Source: an optimization exercise on an open RTL-to-GDS flow (aim: small area). Production flows keep margins and buffers that such runs may drop.
RTL that was checked went through simulation tests only; none was proved equivalent to the original.
No functional check of the RTL was part of run 3.
Power figures rest on the tool's default switching activity, not on a simulated workload.

--- flow/run.sh ---
#!/bin/bash
# synth_recipe.tcl (not shown) runs the flow's synth.tcl, then flattens the netlist and writes it again
# the make line also repeats each setting of config.mk as NAME=value (left out here)
make -C /OpenROAD-flow-scripts/flow DESIGN_CONFIG=/design/flow/config.mk WORK_HOME=/design/flow/orfs CLKGATE_MAP_FILE= SYNTH_SCRIPT=/design/flow/synth_recipe.tcl finish
--- flow/config.mk ---
export PLATFORM = sky130hd
export DESIGN_NAME = pipes
export DESIGN_NICKNAME = pipes
export VERILOG_FILES = /design/flow/design.v
export SDC_FILE = /design/flow/constraint.sdc
export NUM_CORES = 4
export LEC_CHECK = 0
export CAP_MARGIN = 20
export CORE_MARGIN = 2
export CORE_UTILIZATION = 40
export PLACE_DENSITY = 0.6
export SLEW_MARGIN = 20
--- flow/constraint.sdc ---
create_clock -name core_clock -period 9.0 [get_ports {clk}]
set_input_delay 1.8000 -clock core_clock [delete_from_list [all_inputs] [get_ports {clk}]]
set_output_delay 1.8000 -clock core_clock [all_outputs]
set_load 0.01 [all_outputs]
--- flow/design.v ---
module pipes (clk, rst, imem_addr, imem_data, dmem_addr, dmem_we, dmem_wdata, dmem_rdata);
	input clk;
	input rst;
	output [5:0] imem_addr;
	input [31:0] imem_data;
	output [10:0] dmem_addr;
	output dmem_we;
	output [15:0] dmem_wdata;
	input [15:0] dmem_rdata;
	reg [6:0]  pc;           
	reg [31:0] ir;           
	reg [4:0]  ex_rt;
	reg [15:0] ex_imm;       
	reg [31:0] ex_a, ex_b;   
	reg        ex_we;        
	reg        ex_st;        
	reg        ex_m2r;       
	reg [1:0]  ex_aluop;
	reg        ex_rdst;      
	reg [31:0] me_alu;
	reg [15:0] me_wd;
	reg [4:0]  me_dst;
	reg        me_we, me_st, me_m2r;
	reg [31:0] wb_val;
	reg [4:0]  wb_dst;
	reg        wb_we;
	reg        wb_keep;      
	wire [5:0] op = ir[31:26];
	wire [4:0] rs = ir[25:21];
	wire [4:0] rt = ir[20:16];
	wire [4:0] rd = ir[15:11];
	wire d_bne  = ~op[5] & op[0];
	wire d_jmp  = ~op[5] & (op[1] | op[3]);           
	wire d_jr   = ~op[5] & op[3];
	wire d_st   = op[3] & op[0];
	wire d_src  = (op[1] & (op[0] | ~op[5])) | d_jr;  
	wire d_rdst = ~(op[0] & (op[1] | ~op[5]));        
	wire d_wr   = op[5] ? ~(op[3] & op[0]) : ~(op[1] | op[3]);
	wire d_m2r  = op[0] & (op[1] | ~op[5]);           
	wire d_alu1 = op[5] ? ~(op[1] & op[0]) : ~(op[1] | op[0]);  
	wire [4:0] d_dst = d_rdst ? rd : rt;
	wire [31:0] rf_a, rf_b;
	wire [31:0] rf_q [0:31];
	assign rf_q[0] = 32'b0;
	genvar gi;
	generate
		for (gi = 1; gi < 32; gi = gi + 1) begin: rfr
			reg [31:0] q;
			wire wen  = wb_we & (wb_dst == gi);
			wire keep = wb_keep | (wb_dst != gi);
			always @(posedge clk)
				q <= (q & {32{keep}}) | (wb_val & {32{wen}});
			assign rf_q[gi] = q;
		end
	endgenerate
	wire [31:0] sel_a, sel_b;
	generate
		for (gi = 0; gi < 32; gi = gi + 1) begin: rfdec
			assign sel_a[gi] = (rs == gi);
			assign sel_b[gi] = (rt == gi);
		end
	endgenerate
	reg [31:0] ra, rb;
	integer k;
	always @(*) begin
		ra = 32'b0;
		rb = 32'b0;
		for (k = 1; k < 32; k = k + 1) begin
			ra = ra | (rf_q[k] & {32{sel_a[k]}});
			rb = rb | (rf_q[k] & {32{sel_b[k]}});
		end
	end
	assign rf_a = ra;
	assign rf_b = rb;
	wire stall = me_st & ((ex_rt == rs) | (ex_rt == rt));
	wire [4:0] ex_dst = ex_rdst ? ex_imm[15:11] : ex_rt;
	wire [31:0] A  = ex_a;
	wire [31:0] Bf = ex_b;
	wire [31:0] B  = d_src ? {16'b0, ex_imm} : Bf;
	wire [5:0] fn = ex_imm[5:0];
	wire f_add = ex_aluop[1] ? (fn == 6'b100000) : ~ex_aluop[0];
	wire f_sub = ex_aluop[1] ? (fn == 6'b100010) :  ex_aluop[0];
	wire f_and = ex_aluop[1] & (fn == 6'b100100);
	wire f_or  = ex_aluop[1] & (fn == 6'b100101);
	wire f_xor = ex_aluop[1] & (fn == 6'b100110);
	wire f_slt = ex_aluop[1] & (fn == 6'b101010);
	wire f_sll = ex_aluop[1] & (fn == 6'b000000);
	wire sub = f_sub | f_slt;
	wire [32:0] sum = {1'b0, A} + {1'b0, B ^ {32{sub}}} + {32'b0, sub};
	wire [31:0] shl = A << B[2:0];
	wire [31:0] alu = ({32{f_add | f_sub}} & sum[31:0])
	                | ({32{f_and}} & (A & B))
	                | ({32{f_or}}  & (A | B))
	                | ({32{f_xor}} & (A ^ B))
	                | ({32{f_sll}} & shl)
	                | {31'b0, f_slt & ~sum[32]};
	wire zero = ~|alu;
	wire [31:0] wb_next = me_m2r ? {{16{dmem_rdata[15]}}, dmem_rdata} : me_alu;
	wire fa_me = ex_we & (ex_dst == rs);
	wire fa_wb = me_we & (me_dst == rs);
	wire fb_me = ex_we & (ex_dst == rt);
	wire fb_wb = me_we & (me_dst == rt);
	wire brT = d_bne & ~zero;
	wire [6:0] jt = d_jr ? rf_a[6:0] : ir[6:0];
	wire [6:0] bt = pc + ir[6:0];
	wire [6:0] fa = brT ? bt : d_jmp ? jt : pc;
	assign imem_addr = fa[5:0];
	assign dmem_addr  = me_alu[10:0];
	assign dmem_we    = me_st;
	assign dmem_wdata = me_wd;
	always @(posedge clk) begin
		if (rst)
			pc <= 7'd0;
		else if (!stall)
			pc <= fa + 7'd1;
		if (rst)
			ir <= 32'b0;
		else if (!stall)
			ir <= imem_data;
		ex_rt    <= rt;
		ex_imm   <= ir[15:0];
		ex_a     <= fa_me ? alu : fa_wb ? wb_next : rf_a;
		ex_b     <= fb_me ? alu : fb_wb ? wb_next : rf_b;
		ex_we    <= ~stall & d_wr & (d_dst != 5'd0);
		ex_st    <= ~stall & d_st;
		ex_m2r   <= d_m2r;
		ex_aluop <= stall ? 2'b00 : {d_alu1, d_bne};
		ex_rdst  <= ~stall & d_rdst;
		me_alu <= alu;
		me_wd  <= Bf[15:0];
		me_dst <= ex_dst;
		me_we  <= ex_we;
		me_st  <= ex_st;
		me_m2r <= ex_m2r;
		wb_val <= wb_next;
		wb_dst <= me_dst;
		wb_we  <= me_we;
		wb_keep <= ~me_we;
	end
endmodule
==> results of run 1 <==
==> kinds of logic after synthesis <==
| family | Yosys count | synth area share [%] |
|---|---|---|
| XOR/XNOR | 90 | 1.45 |
| AO/OA/AOI/OAI | 2419 | 35.4 |
| AND/OR/NAND/NOR | 1012 | 8.76 |
| adder cells (fa/ha/maj) | 104 | 2.42 |
| buffers and inverters | 726 | 5.18 |
| flip-flops | 1214 | 44.6 |
| multiplexers | 117 | 2.18 |
==> worst reg2reg max path, delay by kind of cell, from the launching register on <==
kind                       cells  cell delay (ns)
adders and majority gates      2             0.62
xor gates and xnor gates       3             0.40
DFF                            1             0.47
and+or+nand+nor                7             1.47
AOI/OAI and AO/OA              9             2.18
muxes                          2             0.41
buffers and inverters          3             0.65
==> cell usage after synthesis, types with 61 or more instances <==
| cell type | instances | share of area [%] |
|---|---|---|
| sky130_fd_sc_hd__o21ai_0 | 105 | 0.96 |
| sky130_fd_sc_hd__a22o_1 | 1116 | 18 |
| sky130_fd_sc_hd__a222oi_1 | 64 | 1.2 |
| sky130_fd_sc_hd__a21oi_1 | 139 | 1.3 |
| sky130_fd_sc_hd__a22oi_1 | 663 | 9.1 |
| sky130_fd_sc_hd__nand4_1 | 112 | 1.3 |
| sky130_fd_sc_hd__clkbuf_1 | 534 | 3.7 |
| sky130_fd_sc_hd__ha_1 | 102 | 2.3 |
| sky130_fd_sc_hd__inv_1 | 117 | 0.81 |
| sky130_fd_sc_hd__xnor2_1 | 61 | 0.98 |
| sky130_fd_sc_hd__dfxtp_1 | 1214 | 45 |
| sky130_fd_sc_hd__mux2i_1 | 102 | 1.9 |
| sky130_fd_sc_hd__nand3_1 | 134 | 1.2 |
| sky130_fd_sc_hd__nor2_1 | 316 | 2.2 |
| sky130_fd_sc_hd__nand2_1 | 274 | 1.9 |
| sky130_fd_sc_hd__a221oi_1 | 130 | 2.1 |
==> area by class of cell <==
cell class,count,area (um2)
antenna,37,92.6
clock buffer,177,3480
clock inverter,43,727
fill,12793,73500
inverter,119,447
multi-input combinational,3742,28300
sequential,1214,24300
tap,1781,2230
timing repair buffer,262,2210
==> per-layer routing <==
metal	up-vias	wire, um	share of wire (%)	global-route usage (%)
met1	27956	110000	34	52.0
met2	7133	120000	37	57.7
met3	2482	57800	18	24.7
li1	21805	-	-	-
met5	-	512	0.16	0.769
met4	42	33800	10	33.8
==> per-stage QoR <==
step	utilization (%)	hold WS, ns	cell area (um2)	power, mW	cells
2_1_floorplan	-	0.310	54500	9.79	5682
3_3_place_gp	42.4	0.314	57400	11.3	7116
3_5_place_dp	42.4	0.317	57400	11.4	7116
4_1_cts	45.6	0.331	61600	16.7	7336
5_1_grt	45.6	0.341	61800	17.5	7339
6_report	45.7	0.327	61800	17.1	7375
==> power by group <==
| part | internal (mW) | switching [mW] | leakage, nW | total (mW) |
|---|---|---|---|---|
| Clock | 3.09 | 2.39 | 2.04 | 5.47 |
| Combinational | 1.47 | 2.06 | 12.4 | 3.53 |
| Sequential | 6.55 | 1.55 | 9.93 | 8.10 |
==> repair_timing <==
item,in CTS,in global routing
setup endpoints to repair,2,6
gates resized for setup,1,11
gates cloned,0,0
==> state kept, by name, summed over array words and instances (netlist names) <==
| name | count |
|---|---|
| ex_a | 32 |
| ex_aluop | 2 |
| ex_b | 32 |
| ex_imm | 16 |
| ex_m2r | 1 |
| ex_rdst | 1 |
| ex_rt | 5 |
| ex_st | 1 |
| ex_we | 1 |
| ir | 30 |
| me_alu | 32 |
| me_dst | 5 |
| me_m2r | 1 |
| me_st | 1 |
| me_wd | 16 |
| me_we | 1 |
| pc | 6 |
| rfr.q | 992 |
| wb_dst | 5 |
| wb_keep | 1 |
| wb_val | 32 |
| wb_we | 1 |
==> worst max path at each step <==
stage	from	endpoint	slack, ns
floorplan	ex_imm[1]$_DFF_P_	imem_addr[1]	2.05
global placement	ir[31]$_SDFFE_PP0N_	imem_addr[5]	0.85
detailed placement	ir[31]$_SDFFE_PP0N_	imem_addr[3]	0.82
CTS	ir[31]$_SDFFE_PP0N_	imem_addr[3]	0.01
global route	ir[26]$_SDFFE_PP0N_	imem_addr[4]	0.05
finish	ir[26]$_SDFFE_PP0N_	imem_addr[3]	0.40
==> flow_summary.toml, run 1 <==
[run_status]
status = "timing/DRC/antenna clean"

[grt]
first_global_vias = 52756
wire_length_of_the_first_global_routing_pass_mm = 433
overflow = 0
pin_count_of_the_biggest_net_entering_global_routing = 65
total_global_routing_track_utilization_pct = 43.9
antenna_found_initial = 36

[detailed_routing]
wire_length_reported_by_the_detailed_router_mm = 322
route.detailed.drc = 0
wl_per_cell_um = 43.7
antenna_violating_nets_post_route = 0
initialDrtViolationCount = 15199
first_pass_iters = 15
routed-via-count = 59418
post_drt_via_cell_ratio = 8.06

[critical_path]
reg2reg_slack_ns = 2.74
critical_path_arrival_ns = 6.80
timing.critical_path.depth = 22
r2r_cells = 26
worst-path-buf-inv = 5
worst_path_top_cell_family_by_delay = "compound AO/OA/AOI/OAI gates"
crit_top_cell = "sky130_fd_sc_hd__buf_4"
critical_path.startpoint_type = "register"
worst_ep_required_ns = 7.20
cells_along_the_critical_path = "nand2_1, nand2_4, buf_4, mux2i_2, xnor2_1, ha_1, a21oi_1, o21ai_0, a2111oi_0, buf_4, a2111oi_0, or3_1, a31oi_1, xnor2_1, a21oi_1, nand3_1, nor3_1, buf_4, a21o_1, buf_4, mux2i_1, clkdlybuf4s50_1"
critical_path.slowest_cell = "sky130_fd_sc_hd__clkdlybuf4s50_1"
worst_setup_path_end_kind = "output pin"
critPathMaxFanout = 9
crit_path_max_incr_delay_ns = 0.59
critPathKind = "register to output pin"
r2r_start = "ir[26]$_SDFFE_PP0N_"
worst_reg2reg_path_endpoint = "pc[4]$_SDFFE_PP0N_"

[sta]
grt_setup_unrepaired = "false"
period_needed_ns = 8.60
maxSlewViolCount = 0
timing.final.setup_violations = 0
fin_ws_ns = 0.398
fmax_mhz = 116
final.setup.tns_ns = 0
slew-limit-headroom_pct = 10.0
timing.clock.skew_ns = 0.0926
worstMarginPinSlew_ns = 1.35
final-hold-violation-count = 0
timing.final.crit_share_pct = 95.6

[finish]
mostFrequentLayoutCells = "1188 x sky130_fd_sc_hd__dfxtp_1, 1116 x sky130_fd_sc_hd__a22o_1, 663 x sky130_fd_sc_hd__a22oi_1"
most_common_library_cell_in_the_layout_ignoring_fill_and_taps = "sky130_fd_sc_hd__dfxtp_1"
area_growth_syn_to_layout_pct = 13.5
finish.net_count = 5613
drive_above_1_share_pct = 10.3

[placement]
placement.setup.worst_slack_ns = 0.823
finalWeightedCongestion = 0.992
dp_hpwl_mm = 176
port_buffers = 81

[hold_path]
hold_path_class = "register to register"
min_to = "me_st$_DFF_P_"
timing.hold.worst_path_depth = 0
hp-start = "ex_st$_DFF_P_"

[clock_network]
cts_setup_buffers = 0
cts-htree-levels = 3
cts_tree = "yes"
ctsHoldBuffers = 0
cts.reportedPaths.clkPinSlew_ns = 0.06
clock_latency_ns = 0.82
clock-root-buffer = "sky130_fd_sc_hd__clkbuf_16"
numCtsBuffers = 120
clock_sink_count = 1214
clock_tree.buffer_depth = 3

[floorplan]
fp.dieArea_um2 = 139000
initial_util_pct = 40.3
floorplan.rows = 135
num_io_pins = 84
dieHeight_um = 373
chipWidth_um = 373
design.core.area_um2 = 135000

[synthesis]
dominant_synthesized_flop_cell = "sky130_fd_sc_hd__dfxtp_1"
netlist_area_um2 = 54500
post_synthesis_async_set_or_reset_flop_share_pct = 0
syn_avg_cell_area_um2 = 9.59
synth-warning-count = 1
yosysSeqAreaShare_pct = 44.6
flip_flop_and_latch_count_after_synthesis = 1214
syn_inst = 5682
synth_cell_types = 79
mappedNetlistNets = 5836
synth-edff-count = 0

[power_and_ir_drop]
power_leakage_nw = 24.4
peakVddDrop_uv = 187
power-per-cell-area_nw_per_um2 = 276

[job]
cap_violations = 0
==> run 2, diff against run 1 <==
--- a/flow/config.mk
+++ b/flow/config.mk
@@ -5,8 +5,10 @@
 export SDC_FILE = /design/flow/constraint.sdc
 export NUM_CORES = 4
 export LEC_CHECK = 0
-export CAP_MARGIN = 20
+export CAP_MARGIN = 10
 export CORE_MARGIN = 2
 export CORE_UTILIZATION = 40
+export CTS_CLUSTER_DIAMETER = 80
+export CTS_CLUSTER_SIZE = 25
 export PLACE_DENSITY = 0.6
-export SLEW_MARGIN = 20
+export SLEW_MARGIN = 10
==> flow_summary.toml, run 2 <==
[run_status]
status = "failed layout checks"
so_faults = "capacitance limit, slew limit"

[synthesis]
synth_largest_type_area_fraction_pct = 44.6
post-synth-top-area-cell = "sky130_fd_sc_hd__dfxtp_1"
syn_avg_cell_area_um2 = 9.59
yosysMostFrequentCell = "sky130_fd_sc_hd__dfxtp_1"
yosysSeqAreaShare_pct = 44.6
synthTopCellsByCount = "1214 x sky130_fd_sc_hd__dfxtp_1, 1116 x sky130_fd_sc_hd__a22o_1, 663 x sky130_fd_sc_hd__a22oi_1, 534 x sky130_fd_sc_hd__clkbuf_1, 316 x sky130_fd_sc_hd__nor2_1"
syn_inst = 5682
dominant_synthesized_flop_cell = "sky130_fd_sc_hd__dfxtp_1"
flip_flop_and_latch_count_after_synthesis = 1214
synth-edff-count = 0
netlist_area_um2 = 54500
synth_cell_types = 79
synth-warning-count = 1
synth.top_cells.by_area = "sky130_fd_sc_hd__dfxtp_1 45%, sky130_fd_sc_hd__a22o_1 18%, sky130_fd_sc_hd__a22oi_1 9.1%"
post_synthesis_async_set_or_reset_flop_share_pct = 0
mappedNetlistNets = 5836

[detailed_routing]
route.detailed.drc = 0
initialDrtViolationCount = 14726
post_drt_via_cell_ratio = 8.07
wl_per_cell_um = 44.4
wire_length_reported_by_the_detailed_router_mm = 320
first_pass_iters = 14
antenna_violating_nets_post_route = 0
routed-via-count = 58286

[job]
cap_violations = 2

[critical_path]
r2r_start = "ir[31]$_SDFFE_PP0N_"
critical_path.startpoint_type = "register"
worst_ep_required_ns = 7.20
critPathKind = "register to output pin"
r2r_cells = 25
worst_path_top_cell_family_by_delay = "compound AO/OA/AOI/OAI gates"
crit_path_max_incr_delay_ns = 0.59
critPathMaxFanout = 14
worst-path-buf-inv = 4
critical_path.slowest_cell = "sky130_fd_sc_hd__clkdlybuf4s50_1"
worst_reg2reg_path_endpoint = "pc[4]$_SDFFE_PP0N_"
timing.critical_path.depth = 21
cells_along_the_critical_path = "o21bai_1, buf_4, nand2_4, buf_4, mux2i_1, xnor2_1, ha_1, a21oi_1, o211ai_1, a21oi_1, nor4_1, a311o_1, a221o_1, nor2_1, nand2_1, nor4_1, and4b_1, a21o_1, buf_4, mux2i_1, clkdlybuf4s50_1"
reg2reg_slack_ns = 2.69
worstSetupStartpoint = "ir[31]$_SDFFE_PP0N_"
critical_path_arrival_ns = 6.81
crit_end = "imem_addr[3]"
crit_top_cell = "sky130_fd_sc_hd__buf_4"
worst_setup_path_end_kind = "output pin"

[clock_network]
cts.reportedPaths.clkPinSlew_ns = 0.09
cts-htree-levels = 2
clock-root-buffer = "sky130_fd_sc_hd__clkbuf_16"
ctsHoldBuffers = 0
clock_sink_count = 1214
clock_latency_ns = 0.81
cts_tree = "yes"
numCtsBuffers = 60
clock_tree.buffer_depth = 3

[floorplan]
floorplan.rows = 135
dieHeight_um = 373
fp.dieArea_um2 = 139000
initial_util_pct = 40.3
num_io_pins = 84
chipWidth_um = 373
design.core.area_um2 = 135000

[sta]
period_needed_ns = 8.61
final.setup.tns_ns = 0
timing.final.setup_violations = 0
fmax_mhz = 116
final-hold-violation-count = 0
slew-limit-headroom_pct = -0.300
timing.final.crit_share_pct = 95.6
fin_ws_ns = 0.395
grt_setup_unrepaired = "false"
worstMarginPinSlew_ns = 1.50
timing.clock.skew_ns = 0.0833
maxSlewViolCount = 18

[finish]
area_growth_syn_to_layout_pct = 8.87
finish.net_count = 5551
fillCellCount = 12951
mostFrequentLayoutCells = "1210 x sky130_fd_sc_hd__dfxtp_1, 1116 x sky130_fd_sc_hd__a22o_1, 663 x sky130_fd_sc_hd__a22oi_1"
most_common_library_cell_in_the_layout_ignoring_fill_and_taps = "sky130_fd_sc_hd__dfxtp_1"
final_design_area_no_fill_um2 = 59300
final_instance_count_without_filler_cells = 7225
top_register = "rfr.q"
drive_above_1_share_pct = 8.21
largest_register_ffs = 992
finalCoreUtilization_pct = 43.8

[power_and_ir_drop]
peakVddDrop_uv = 186
power-per-cell-area_nw_per_um2 = 251
power_leakage_nw = 23.1

[grt]
antenna_found_initial = 22
pin_count_of_the_biggest_net_entering_global_routing = 65
total_global_routing_track_utilization_pct = 43.5
first_global_vias = 52077
overflow = 0
wire_length_of_the_first_global_routing_pass_mm = 430

[placement]
finalWeightedCongestion = 0.992
placed_cell_area_um2 = 57400
port_buffers = 81
dp_hpwl_mm = 176
dp.cells = 7116
placement.setup.worst_slack_ns = 0.828

[hold_path]
timing.hold.worst_path_depth = 0
hold_path_class = "register to register"
==> run 2: cell counts after synthesis <==
No cell type changed its count.
==> run 2: worst min path at each step <==
stage                        start             end  slack (ns)
CTS                 ex_m2r$_DFF_P_  me_m2r$_DFF_P_        0.34
global placement     ex_st$_DFF_P_   me_st$_DFF_P_        0.31
floorplan           ex_m2r$_DFF_P_  me_m2r$_DFF_P_        0.31
detailed placement   ex_st$_DFF_P_   me_st$_DFF_P_        0.32
global route        ex_m2r$_DFF_P_  me_m2r$_DFF_P_        0.35
finish              ex_m2r$_DFF_P_  me_m2r$_DFF_P_        0.33
==> run 2: cells by family (layout without fill, tap and decap cells) <==
logic type	after synthesis	in the layout	synth area share [%]
and+or+nand+nor	1012	1012	8.76
buffers and inverters	726	462	5.18
AOI/OAI and AO/OA	2419	2419	35.4
DFF	1214	1214	44.6
other	0	26	0
xor gates and xnor gates	90	90	1.45
muxes	117	117	2.18
adders and majority gates	104	104	2.42
==> run 2: layout make-up <==
| cell class | instances | area [um2] | area share, % |
|---|---|---|---|
| multi-input cells | 3742 | 28300 | 47.7 |
| flip-flops and latches | 1214 | 24300 | 41.0 |
| well taps | 1781 | 2230 | 3.76 |
| repair buffers | 260 | 2170 | 3.65 |
| clock buffers | 62 | 1530 | 2.58 |
| inverters | 119 | 447 | 0.753 |
| clock inverters | 21 | 255 | 0.430 |
| diodes | 26 | 65.1 | 0.110 |
==> run 2: what timing repair did <==
action,CTS,global route
endpoints found under the setup margin,1,6
setup buffers,0,0
resized for setup,1,12
hold endpoints to repair,0,0
==> run 2: worst reg2reg max path: stages (launching register included) <==
cell	delay, ns
sky130_fd_sc_hd__dfxtp_2	0.40
sky130_fd_sc_hd__o21bai_1	0.17
sky130_fd_sc_hd__buf_4	0.18
sky130_fd_sc_hd__nand2_4	0.15
sky130_fd_sc_hd__buf_4	0.22
sky130_fd_sc_hd__mux2i_1	0.37
sky130_fd_sc_hd__xnor2_1	0.11
sky130_fd_sc_hd__ha_1	0.40
sky130_fd_sc_hd__a21oi_1	0.33
sky130_fd_sc_hd__o211ai_1	0.23
sky130_fd_sc_hd__a21oi_1	0.44
sky130_fd_sc_hd__nor4_1	0.11
sky130_fd_sc_hd__a311o_1	0.35
sky130_fd_sc_hd__a221o_1	0.26
sky130_fd_sc_hd__nor2_1	0.25
sky130_fd_sc_hd__nand2_1	0.11
sky130_fd_sc_hd__nor4_1	0.24
sky130_fd_sc_hd__and4b_1	0.47
sky130_fd_sc_hd__a21o_1	0.23
sky130_fd_sc_hd__nor2_1	0.06
sky130_fd_sc_hd__a21oi_1	0.22
sky130_fd_sc_hd__ha_1	0.27
sky130_fd_sc_hd__and3_1	0.19
sky130_fd_sc_hd__xnor2_1	0.14
sky130_fd_sc_hd__mux2i_1	0.09
sky130_fd_sc_hd__a211oi_1	0.21
==> run 2: routing by layer <==
| metal | up-vias | GRT usage, % | part of all wire, % |
|---|---|---|---|
| li1 | 21594 | - | - |
| met4 | 36 | 33.3 | 10 |
| met3 | 2340 | 23.2 | 18 |
| met2 | 6757 | 57.6 | 37 |
| met1 | 27559 | 51.8 | 34 |
| met5 | - | 2.59 | 0.23 |
==> run 2: report_power, final <==
part           switching (mW)  internal [mW]
logic                    2.05           1.47
registers                1.56           6.53
clock network            2.02           1.27
==> run 2: metrics by stage <==
step           hold slack, ns  total power [mW]
6_report                0.334              14.9
5_1_grt                 0.346              15.2
4_1_cts                 0.336              14.5
3_5_place_dp            0.317              11.4
3_3_place_gp            0.314              11.3
2_1_floorplan           0.310              9.79
==> run 3, diff against run 2 <==
--- a/flow/design.v
+++ b/flow/design.v
@@ -9,7 +9,7 @@
 	input [15:0] dmem_rdata;
 	reg [6:0]  pc;           
 	reg [31:0] ir;           
-	reg [4:0]  ex_rt;
+	reg [4:0]  ex_rs, ex_rt;
 	reg [15:0] ex_imm;       
 	reg [31:0] ex_a, ex_b;   
 	reg        ex_we;        
@@ -24,7 +24,6 @@
 	reg [31:0] wb_val;
 	reg [4:0]  wb_dst;
 	reg        wb_we;
-	reg        wb_keep;      
 	wire [5:0] op = ir[31:26];
 	wire [4:0] rs = ir[25:21];
 	wire [4:0] rt = ir[20:16];
@@ -47,7 +46,7 @@
 		for (gi = 1; gi < 32; gi = gi + 1) begin: rfr
 			reg [31:0] q;
 			wire wen  = wb_we & (wb_dst == gi);
-			wire keep = wb_keep | (wb_dst != gi);
+			wire keep = ~wen;
 			always @(posedge clk)
 				q <= (q & {32{keep}}) | (wb_val & {32{wen}});
 			assign rf_q[gi] = q;
@@ -73,9 +72,12 @@
 	assign rf_a = ra;
 	assign rf_b = rb;
 	wire stall = me_st & ((ex_rt == rs) | (ex_rt == rt));
-	wire [4:0] ex_dst = ex_rdst ? ex_imm[15:11] : ex_rt;
-	wire [31:0] A  = ex_a;
-	wire [31:0] Bf = ex_b;
+	wire fa_me = me_we & (me_dst == ex_rs);
+	wire fa_wb = wb_we & (wb_dst == ex_rs);
+	wire fb_me = me_we & (me_dst == ex_rt);
+	wire fb_wb = wb_we & (wb_dst == ex_rt);
+	wire [31:0] A  = fa_me ? me_alu : fa_wb ? wb_val : ex_a;
+	wire [31:0] Bf = fb_me ? me_alu : fb_wb ? wb_val : ex_b;
 	wire [31:0] B  = d_src ? {16'b0, ex_imm} : Bf;
 	wire [5:0] fn = ex_imm[5:0];
 	wire f_add = ex_aluop[1] ? (fn == 6'b100000) : ~ex_aluop[0];
@@ -95,11 +97,6 @@
 	                | ({32{f_sll}} & shl)
 	                | {31'b0, f_slt & ~sum[32]};
 	wire zero = ~|alu;
-	wire [31:0] wb_next = me_m2r ? {{16{dmem_rdata[15]}}, dmem_rdata} : me_alu;
-	wire fa_me = ex_we & (ex_dst == rs);
-	wire fa_wb = me_we & (me_dst == rs);
-	wire fb_me = ex_we & (ex_dst == rt);
-	wire fb_wb = me_we & (me_dst == rt);
 	wire brT = d_bne & ~zero;
 	wire [6:0] jt = d_jr ? rf_a[6:0] : ir[6:0];
 	wire [6:0] bt = pc + ir[6:0];
@@ -117,10 +114,11 @@
 			ir <= 32'b0;
 		else if (!stall)
 			ir <= imem_data;
+		ex_rs    <= rs;
 		ex_rt    <= rt;
 		ex_imm   <= ir[15:0];
-		ex_a     <= fa_me ? alu : fa_wb ? wb_next : rf_a;
-		ex_b     <= fb_me ? alu : fb_wb ? wb_next : rf_b;
+		ex_a     <= rf_a;
+		ex_b     <= rf_b;
 		ex_we    <= ~stall & d_wr & (d_dst != 5'd0);
 		ex_st    <= ~stall & d_st;
 		ex_m2r   <= d_m2r;
@@ -128,13 +126,12 @@
 		ex_rdst  <= ~stall & d_rdst;
 		me_alu <= alu;
 		me_wd  <= Bf[15:0];
-		me_dst <= ex_dst;
+		me_dst <= ex_rdst ? ex_imm[15:11] : ex_rt;
 		me_we  <= ex_we;
 		me_st  <= ex_st;
 		me_m2r <= ex_m2r;
-		wb_val <= wb_next;
+		wb_val <= me_m2r ? {{16{dmem_rdata[15]}}, dmem_rdata} : me_alu;
 		wb_dst <= me_dst;
 		wb_we  <= me_we;
-		wb_keep <= ~me_we;
 	end
 endmodule
==> flow/config.mk (replaced) <==
export PLATFORM = sky130hd
export DESIGN_NAME = pipes
export DESIGN_NICKNAME = pipes
export VERILOG_FILES = /design/flow/design.v
export SDC_FILE = /design/flow/constraint.sdc
export NUM_CORES = 4
export LEC_CHECK = 0
export CAP_MARGIN = 20
export CORE_MARGIN = 2
export CORE_UTILIZATION = 40
export PLACE_DENSITY = 0.6
export SLEW_MARGIN = 20
==> flow_summary.toml, run 3 <==
[sta]
timing.final.setup_violations = 0
period_needed_ns = 8.75
timing.final.crit_share_pct = 97.2
final.setup.tns_ns = 0
maxSlewViolCount = 0
timing.clock.skew_ns = 0.0499
slew-limit-headroom_pct = 15.5
fin_ws_ns = 0.254
worstMarginPinSlew_ns = 1.26
final-hold-violation-count = 0
fmax_mhz = 114

[detailed_routing]
first_pass_iters = 12
routed-via-count = 46727
initialDrtViolationCount = 11266
post_drt_via_cell_ratio = 7.23
wl_per_cell_um = 40.4
wire_length_reported_by_the_detailed_router_mm = 261
antenna_violating_nets_post_route = 0
route.detailed.drc = 0

[synthesis]
flip_flop_and_latch_count_after_synthesis = 1218
yosysSeqAreaShare_pct = 62.6
syn_avg_cell_area_um2 = 12.5
netlist_area_um2 = 54800
syn_inst = 4383
synth-edff-count = 992
post_synthesis_async_set_or_reset_flop_share_pct = 0
synth_largest_type_area_fraction_pct = 54.4
synth-warning-count = 1
yosysMostFrequentCell = "sky130_fd_sc_hd__edfxtp_1"
synthTopCellsByCount = "992 x sky130_fd_sc_hd__edfxtp_1, 746 x sky130_fd_sc_hd__a22oi_1, 320 x sky130_fd_sc_hd__nand2_1, 247 x sky130_fd_sc_hd__clkbuf_1, 235 x sky130_fd_sc_hd__nor2_1"
synth_cell_types = 91
mappedNetlistNets = 4537
dominant_synthesized_flop_cell = "sky130_fd_sc_hd__edfxtp_1"
synth.top_cells.by_area = "sky130_fd_sc_hd__edfxtp_1 54%, sky130_fd_sc_hd__a22oi_1 10%, sky130_fd_sc_hd__dfxtp_1 8.3%"
post-synth-top-area-cell = "sky130_fd_sc_hd__edfxtp_1"

[power_and_ir_drop]
power_leakage_nw = 22.1
peakVddDrop_uv = 218
power-per-cell-area_nw_per_um2 = 250

[grt]
pin_count_of_the_biggest_net_entering_global_routing = 57
overflow = 0
total_global_routing_track_utilization_pct = 36.0
first_global_vias = 44162
wire_length_of_the_first_global_routing_pass_mm = 352
antenna_found_initial = 12

[clock_network]
cts.reportedPaths.clkPinSlew_ns = 0.06
ctsHoldBuffers = 0
clock-root-buffer = "sky130_fd_sc_hd__clkbuf_16"
cts-htree-levels = 4
clock_latency_ns = 0.79
clock_tree.buffer_depth = 3
numCtsBuffers = 130
clock_sink_count = 1218
cts_tree = "yes"

[floorplan]
floorplan.rows = 135
chipWidth_um = 374
num_io_pins = 84
initial_util_pct = 40.4
fp.dieArea_um2 = 140000
design.core.area_um2 = 136000
dieHeight_um = 374

[critical_path]
critPathKind = "register to output pin"
crit_top_cell = "sky130_fd_sc_hd__buf_4"
crit_path_max_incr_delay_ns = 0.55
worst-path-buf-inv = 5
worst_setup_path_end_kind = "output pin"
critPathMaxFanout = 7
critical_path_arrival_ns = 6.95
critical_path.startpoint_type = "register"
worst_path_top_cell_family_by_delay = "simple AND/OR/NAND/NOR gates"
critical_path.slowest_cell = "sky130_fd_sc_hd__or4_1"
worst_ep_required_ns = 7.20

[hold_path]
hold_path_class = "register to register"

[placement]
dp_hpwl_mm = 146
port_buffers = 81
finalWeightedCongestion = 0.991
placement.setup.worst_slack_ns = 0.384

[finish]
finish.net_count = 4722
drive_above_1_share_pct = 15.0
area_growth_syn_to_layout_pct = 17.1
mostFrequentLayoutCells = "992 x sky130_fd_sc_hd__edfxtp_1, 745 x sky130_fd_sc_hd__a22oi_1, 320 x sky130_fd_sc_hd__nand2_1"
most_common_library_cell_in_the_layout_ignoring_fill_and_taps = "sky130_fd_sc_hd__edfxtp_1"

[run_status]
status = "timing/DRC/antenna clean"

[job]
cap_violations = 0
-- run 3: cell types whose count changed after synthesis, sizes merged, moves of 30 or more --
cell and change:
clkbuf -287, nor4 -30, edfxtp +992, nor2 -80
a22oi +83, nand2 +44, a22o -1032, dfxtp -988
a221oi -42, or4 +48
-- run 3: path summary, 6_finish.rpt --
kind,start,end,slack (ns),cells past startpoint
setup / recovery,wb_dst[0]$_DFF_P_,imem_addr[5],0.25,26
hold / removal,ex_st$_DFF_P_,me_st$_DFF_P_,0.33,0
setup reg to reg,wb_dst[0]$_DFF_P_,pc[4]$_SDFFE_PP0N_,1.80,31
hold reg to reg,ex_st$_DFF_P_,me_st$_DFF_P_,0.33,0
-- run 3: repair_timing --
action,CTS,global route
gates cloned,0,1
setup endpoints to repair,6,6
setup buffers,9,6
resized for setup,38,30
pin swaps,7,10
-- run 3: cells by family after synthesis --
family	share of synthesized area (%)
AOI/OAI and AO/OA	19.2
DFF	62.6
muxes	2.14
adders and majority gates	2.40
and+or+nand+nor	8.99
xor gates and xnor gates	1.40
buffers and inverters	3.23
-- run 3: power by group --
part	switching, mW	leakage (nW)	internal [mW]	total (mW)
clock	2.38	2.17	3.31	5.69
sequential	0.291	10.9	6.86	7.15
combinational	2.17	9.03	1.04	3.21
-- run 3: worst register-to-register path, delay by kind of cell, from the launching register on --
kind,cells,cell delay [ns]
AO/OA/AOI/OAI,10,2.20
AND/OR/NAND/NOR,10,2.28
adder cells (fa/ha/maj),2,0.64
flip-flops,1,0.37
multiplexers,2,0.35
XOR/XNOR,3,0.54
buffers and inverters,4,0.68
-- run 3: area by class of cell --
cell class | instances | area, um2
sequential | 1218 | 34300
multi-input combinational | 2724 | 19600
clock buffer | 164 | 3510
tap | 1781 | 2230
fill | 12005 | 71500
clock inverter | 76 | 955
inverter | 116 | 440
antenna | 3 | 7.51
timing repair buffer | 378 | 3100
-- run 3: metal layers --
metal	global-route usage (%)	vias to the layer above	part of all wire [%]
met3	16.8	1318	18
met1	44.2	22466	34
met4	22.7	28	8.0
met5	0.515	-	0.15
li1	-	17972	-
met2	50.9	4943	41
-- run 3: stage by stage --
stage | total power, mW | std cells | area (um2) | util (%) | hold slack (ns)
3_5_place_dp | 10.3 | 6201 | 59400 | 43.8 | 0.314
2_1_floorplan | 8.78 | 4383 | 54800 | - | 0.310
3_3_place_gp | 10.2 | 6201 | 59400 | 43.8 | 0.313
4_1_cts | 15.8 | 6450 | 64000 | 47.2 | 0.327
6_report | 16.1 | 6460 | 64200 | 47.3 | 0.326
5_1_grt | 16.4 | 6457 | 64200 | 47.3 | 0.335

## port drivers added, routing unchanged
The flow's constraints put no driver on any port. The routed layouts listed below were extracted and timed again, unchanged, in two steps. Step 1: set_driving_cell puts a clkbuf_16 on clk and a buf_2 on each other input, an assumption about the parent block. Step 2, shift: input delay + t, output delay - t, t = (earliest + latest rising clock arrival at the registers) / 2. This alone moves slack from input paths to output paths. Slacks: no drivers / after step 1 / after step 2; pairs: no drivers / after step 1.
run | t, ns | setup WS [ns] | worst hold slack (ns) | clock arrival spread, ns | cell pins on the clock port's net
run 1 | 0.855 | 0.398 / 0.318 / 1.173 | 0.327 / 0.327 / 0.327 | 0.100 / 0.100 | 1
run 2 | 0.857 | 0.395 / 0.313 / 1.170 | 0.334 / 0.334 / 0.334 | 0.088 / 0.088 | 1
run 3 | 0.845 | 0.254 / 0.170 / 1.015 | 0.326 / 0.326 / 0.326 | 0.050 / 0.050 | 1
